Context: an optimization exercise on an open-source flow, tuned for small area, a short achievable clock period and few clock cycles per item. The choices shown serve that exercise and are no tape-out recipe. The RTL was checked by simulation tests, not by an equivalence proof against the original design.

==> flow/design.v <==
module kc_andn (b, c, y);
  input  [63:0] b, c;
  output [63:0] y;
  assign y = ~b & c;
endmodule
module kc_and (s, w, y);
  input         s;
  input  [63:0] w;
  output [63:0] y;
  assign y = {64{s}} & w;
endmodule
module kc_xor (a, b, y);
  input  [63:0] a, b;
  output [63:0] y;
  assign y = a ^ b;
endmodule
module kc_upd (perm, keep, r, q, d);
  input         perm, keep;
  input  [63:0] r, q;
  output [63:0] d;
  assign d = ({64{perm}} & r) | ({64{keep}} & q);
endmodule
module keccak (clk, reset, in, in_ready, is_last, byte_num, buffer_full, out, out_ready);
  input              clk, reset;
  input      [63:0]  in;
  input              in_ready, is_last;
  input      [2:0]   byte_num;
  output reg         buffer_full;
  output     [511:0] out;
  output reg         out_ready;
  reg  [63:0] st [0:24];       
  reg  [8:0]  ptr;             
  reg  [4:0]  rnd;             
  reg         perm;            
  reg         last;            
  reg  [24:0] perm_l;          
  reg  [24:0] keep_l;          
  reg         rst_r;           
  wire end_blk = in_ready & (is_last | ptr[8]) & ~buffer_full;
  wire end_prm = perm & (rnd == 5'd23);
  wire perm_nx = ~reset & (perm ? ~end_prm : end_blk);
  always @(posedge clk) begin
    perm_l <= {25{perm_nx}};
    keep_l <= {{16{~reset & ~perm_nx}}, ~perm_nx, {7{~reset & ~perm_nx}}, ~perm_nx};
    rst_r <= reset;
  end
  always @(posedge clk)
    if (reset) begin
      ptr <= 9'd1;
      rnd <= 0;
      perm <= 0;
      last <= 0;
      buffer_full <= 0;
      out_ready <= 0;
    end else begin
      perm <= perm_nx;
      if (perm) begin
        rnd <= end_prm ? 5'd0 : rnd + 1'b1;
        if (end_prm) begin
          if (last)
            out_ready <= 1;
          else begin
            buffer_full <= 0;
            ptr <= 9'd1;
          end
        end
      end else if (in_ready & ~buffer_full) begin
        if (is_last | ptr[8]) begin
          ptr <= 0;
          buffer_full <= 1;
          last <= is_last;
        end else
          ptr <= {ptr[7:0], 1'b0};
      end
    end
  wire [63:0] w_sw;
  reg  [63:0] w_pad;
  genvar gi;
  generate
    for (gi = 0; gi < 8; gi = gi + 1) begin : SW
      assign w_sw[8*gi +: 8] = in[63-8*gi -: 8];
    end
  endgenerate
  integer k;
  always @(*) begin
    for (k = 0; k < 8; k = k + 1)
      if (~is_last || k < byte_num)
        w_pad[8*k +: 8] = w_sw[8*k +: 8];
      else if (k == byte_num)
        w_pad[8*k +: 8] = 8'h06;
      else
        w_pad[8*k +: 8] = 8'h00;
  end
  wire [63:0] w8 = ({64{ptr[8]}} & w_pad) ^ {is_last, 63'd0};
  wire [8:0]  sel = {in_ready & (ptr[8] | (is_last & ~buffer_full)), ptr[7:0] & {8{in_ready}}};
  function integer rotc(input integer i);
    case (i)
       0: rotc =  0;  1: rotc =  1;  2: rotc = 62;  3: rotc = 28;  4: rotc = 27;
       5: rotc = 36;  6: rotc = 44;  7: rotc =  6;  8: rotc = 55;  9: rotc = 20;
      10: rotc =  3; 11: rotc = 10; 12: rotc = 43; 13: rotc = 25; 14: rotc = 39;
      15: rotc = 41; 16: rotc = 45; 17: rotc = 15; 18: rotc = 21; 19: rotc =  8;
      20: rotc = 18; 21: rotc =  2; 22: rotc = 61; 23: rotc = 56; default: rotc = 14;
    endcase
  endfunction
  wire [63:0] c [0:4];
  wire [63:0] d [0:4];
  wire [63:0] th [0:24];
  wire [63:0] b [0:24];
  wire [63:0] ch [0:24];
  wire [63:0] ro [0:24];
  wire [63:0] nx [0:24];
  reg  [63:0] rc;
  genvar x, y;
  generate
    for (x = 0; x < 5; x = x + 1) begin : TC
      wire [63:0] p01, p23, p234;
      kc_xor x01 (st[x], st[x+5], p01);
      kc_xor x23 (st[x+10], st[x+15], p23);
      kc_xor x234 (p23, st[x+20], p234);
      kc_xor xc (p01, p234, c[x]);
    end
    for (x = 0; x < 5; x = x + 1) begin : TD
      kc_xor dx (c[(x+4)%5], {c[(x+1)%5][62:0], c[(x+1)%5][63]}, d[x]);
    end
    for (y = 0; y < 5; y = y + 1) begin : RY
      for (x = 0; x < 5; x = x + 1) begin : RX
        kc_xor tx (st[x+5*y], d[x], th[x+5*y]);
        if (rotc(x+5*y) == 0) begin : R0
          assign b[y+5*((2*x+3*y)%5)] = th[x+5*y];
        end else begin : RN
          assign b[y+5*((2*x+3*y)%5)] =
            {th[x+5*y][63-rotc(x+5*y):0], th[x+5*y][63:64-rotc(x+5*y)]};
        end
      end
    end
    for (y = 0; y < 5; y = y + 1) begin : CY
      for (x = 0; x < 5; x = x + 1) begin : CX
        wire [63:0] an;
        kc_andn ax (b[(x+1)%5+5*y], b[(x+2)%5+5*y], an);
        if (x == 0 && y == 0) begin : I0
          wire [63:0] bi = b[0] ^ rc;   
          kc_xor cx (bi, an, ch[0]);
        end else begin : IN
          kc_xor cx (b[x+5*y], an, ch[x+5*y]);
        end
        assign ro[x+5*y] = ch[x+5*y];
      end
    end
  endgenerate
  always @(*) begin
    case (rnd)
       0: rc = 64'h0000000000000001;  1: rc = 64'h0000000000008082;
       2: rc = 64'h800000000000808A;  3: rc = 64'h8000000080008000;
       4: rc = 64'h000000000000808B;  5: rc = 64'h0000000080000001;
       6: rc = 64'h8000000080008081;  7: rc = 64'h8000000000008009;
       8: rc = 64'h000000000000008A;  9: rc = 64'h0000000000000088;
      10: rc = 64'h0000000080008009; 11: rc = 64'h000000008000000A;
      12: rc = 64'h000000008000808B; 13: rc = 64'h800000000000008B;
      14: rc = 64'h8000000000008089; 15: rc = 64'h8000000000008003;
      16: rc = 64'h8000000000008002; 17: rc = 64'h8000000000000080;
      18: rc = 64'h000000000000800A; 19: rc = 64'h800000008000000A;
      20: rc = 64'h8000000080008081; 21: rc = 64'h8000000000008080;
      22: rc = 64'h0000000080000001; 23: rc = 64'h8000000080008008;
      default: rc = 64'd0;
    endcase
  end
  generate
    for (gi = 0; gi < 25; gi = gi + 1) begin : ST
      if (gi == 0 || gi == 8) begin : R0
        wire [63:0] qm, m, xw;
        kc_and a0 (~rst_r, st[gi], qm);
        kc_and a (sel[gi], gi == 8 ? w8 : w_pad, m);
        kc_xor xi (qm, m, xw);
        kc_upd u (perm_l[gi], keep_l[gi], ro[gi], xw, nx[gi]);
      end else if (gi < 9) begin : RT
        wire [63:0] m, xw;
        kc_and a (sel[gi], gi == 8 ? w8 : w_pad, m);
        kc_xor xi (st[gi], m, xw);
        kc_upd u (perm_l[gi], keep_l[gi], ro[gi], xw, nx[gi]);
      end else begin : CP
        kc_upd u (perm_l[gi], keep_l[gi], ro[gi], st[gi], nx[gi]);
      end
      always @(posedge clk)
        st[gi] <= nx[gi];
    end
  endgenerate
  generate
    for (gi = 0; gi < 64; gi = gi + 1) begin : OUT
      assign out[511-8*gi -: 8] = st[gi/8][8*(gi%8) +: 8];
    end
  endgenerate
endmodule
Settings: LEC_CHECK=0, CAP_MARGIN=45, CORE_MARGIN=2, CORE_UTILIZATION=35, CTS_CLUSTER_DIAMETER=100, CTS_CLUSTER_SIZE=20, GPL_ROUTABILITY_DRIVEN=0, PLACE_DENSITY=0.5, SLEW_MARGIN=45, SYNTH_HIERARCHICAL=1; clock period 10.0 ns.
standard.sh (not shown) runs the stock make flow with config.mk's settings and CLKGATE_MAP_FILE= SYNTH_SCRIPT=/design/flow/synth_recipe.tcl, a recipe that flattens the netlist after the stock synthesis.
==> flow/flow/run.sh <==
#!/bin/bash
# Own layout flow: the standard flow (standard.sh) with these changes:
#  1. after the standard synthesis, every combinational cell is set to its
#     smallest drive strength (downsize.tcl); the repair steps size up what
#     timing, slew and capacitance need;
#  2. the repair steps aim at a setup slack margin (SETUP_MARGIN below);
#  3. the port buffers are plain buffers (buf_2) instead of delay cells.
# Each tool's output goes to a log file of its own in this folder.
set -euo pipefail
HERE=$(pwd)
SETUP_MARGIN=${SETUP_MARGIN:-6.3}
PORT_BUF=${PORT_BUF:-sky130_fd_sc_hd__buf_2}
R=$HERE/orfs/results/$FLOW_PLATFORM/keccak/base

bash standard.sh synth > log_1_synth.txt 2>&1

ODB_IN=$R/1_synth.odb ODB_OUT=$R/1_synth.odb \
  openroad -no_init -exit flow/downsize.tcl > log_1b_downsize.txt 2>&1

bash standard.sh SETUP_SLACK_MARGIN=$SETUP_MARGIN \
  "BUFFER_PORTS_ARGS=-buffer_cell $PORT_BUF" finish > log_2_layout.txt 2>&1
==> flow/flow/downsize.tcl <==
# Set every combinational cell of the synthesized netlist to the smallest
# drive strength of its function; the later repair steps size up what the
# timing and slew limits need. Registers, ties and taps are left alone.
read_db $::env(ODB_IN)
set db [ord::get_db]
set block [ord::get_db_block]
set dont_use [list]
if {[info exists ::env(DONT_USE_CELLS)]} { set dont_use $::env(DONT_USE_CELLS) }
set n 0
set saved 0.0
foreach inst [$block getInsts] {
  set m [$inst getMaster]
  set name [$m getName]
  if {![regexp {^(sky130_fd_sc_hd__)([a-z0-9]+)_([0-9]+)$} $name -> pfx base sz]} { continue }
  if {[regexp {^(df|edf|sdf|sedf|dl|conb|tap|decap|fill|diode|clk)} $base]} { continue }
  foreach s {0 1 2} {
    if {$s >= $sz} { break }
    set cand "${pfx}${base}_${s}"
    if {[lsearch -exact $dont_use $cand] >= 0} { continue }
    set cm [$db findMaster $cand]
    if {$cm == "NULL" || $cm == ""} { continue }
    set saved [expr {$saved + ([$m getWidth] - [$cm getWidth]) * [$m getHeight] / 1e6}]
    $inst swapMaster $cm
    incr n
    break
  }
}
puts "downsize: swapped $n instances, area saved [format %.1f $saved] um^2"
write_db $::env(ODB_OUT)
Testbench counts at the start, summed over its fixed seeds: cycles 5,495, bytes 9,368.
Change:
--- a/flow/flow/run.sh
+++ b/flow/flow/run.sh
@@ -5,10 +5,13 @@
 #     timing, slew and capacitance need;
 #  2. the repair steps aim at a setup slack margin (SETUP_MARGIN below);
-#  3. the port buffers are plain buffers (buf_2) instead of delay cells.
+#  3. the port buffers are plain buffers (buf_1) instead of delay cells;
+#     the repair steps size up the ones timing needs;
+#  4. timing-driven global placement weights more nets (70% of them, up to
+#     3x) and re-weights them more often (at more overflow levels).
 # Each tool's output goes to a log file of its own in this folder.
 set -euo pipefail
 HERE=$(pwd)
 SETUP_MARGIN=${SETUP_MARGIN:-6.3}
-PORT_BUF=${PORT_BUF:-sky130_fd_sc_hd__buf_2}
+PORT_BUF=${PORT_BUF:-sky130_fd_sc_hd__buf_1}
 R=$HERE/orfs/results/$FLOW_PLATFORM/keccak/base
 
@@ -19,3 +22,4 @@
 
 bash standard.sh SETUP_SLACK_MARGIN=$SETUP_MARGIN \
-  "BUFFER_PORTS_ARGS=-buffer_cell $PORT_BUF" finish > log_2_layout.txt 2>&1
+  "BUFFER_PORTS_ARGS=-buffer_cell $PORT_BUF" \
+  "GLOBAL_PLACEMENT_ARGS=-timing_driven_net_weight_max 3 -timing_driven_nets_percentage 70 -timing_driven_net_reweight_overflow {79 70 64 56 49 40 29 21 15 10}" finish > log_2_layout.txt 2>&1
Settings changed: CAP_MARGIN 45 to 35, SLEW_MARGIN 45 to 35.
Result: The new run completed without violations; utilization came out lower by 2.2 points; final area goes down by 5.2%; wire length goes down by 0.62%; die area does not change; register-to-register slack is better by 0.10 ns.
Change:
Settings changed: CORE_UTILIZATION 35 to 30, PLACE_DENSITY 0.5 to 0.45.
Effect: The changed run completed with no timing, DRC or antenna violations; core utilization fell by 5.4 points; final area rose by about 1.5%; synthesized cell count is unchanged; clock-buffer cell count rose by 10; final cell count rose by about 5%.

what the ideal ports hide:
No port has a modelled driver above. Below, the same layouts with a new extraction and two added sets of constraints. Step 1, drivers: a clkbuf_16 drives clk and a buf_2 each remaining input, both assumed. Step 2 times the ports against the registers' clock, not the clock port: input delays grow and output delays shrink by t, the midpoint of the rising clock arrivals with the driver on. a / b / c = no drivers / after step 1 / after step 2; a / b = the first two.
| run | shift t [ns] | setup slack, ns | worst setup path at the end | worst data-port slew with drivers (ns) |
|---|---|---|---|---|
| the first run | 1.065 | 6.048 / 6.048 / 5.174 | input to register | 0.24 |
| the second run | 1.064 | 6.153 / 6.153 / 5.312 | input to register | 0.12 |
| the third run | 1.062 | 6.084 / 6.084 / 5.302 | input to register | 0.10 |
After both steps setup and hold are still met in every run listed. The setup slack of the first run, which loses most, moves by 0.000 ns with the drivers and by -0.874 ns with both steps.
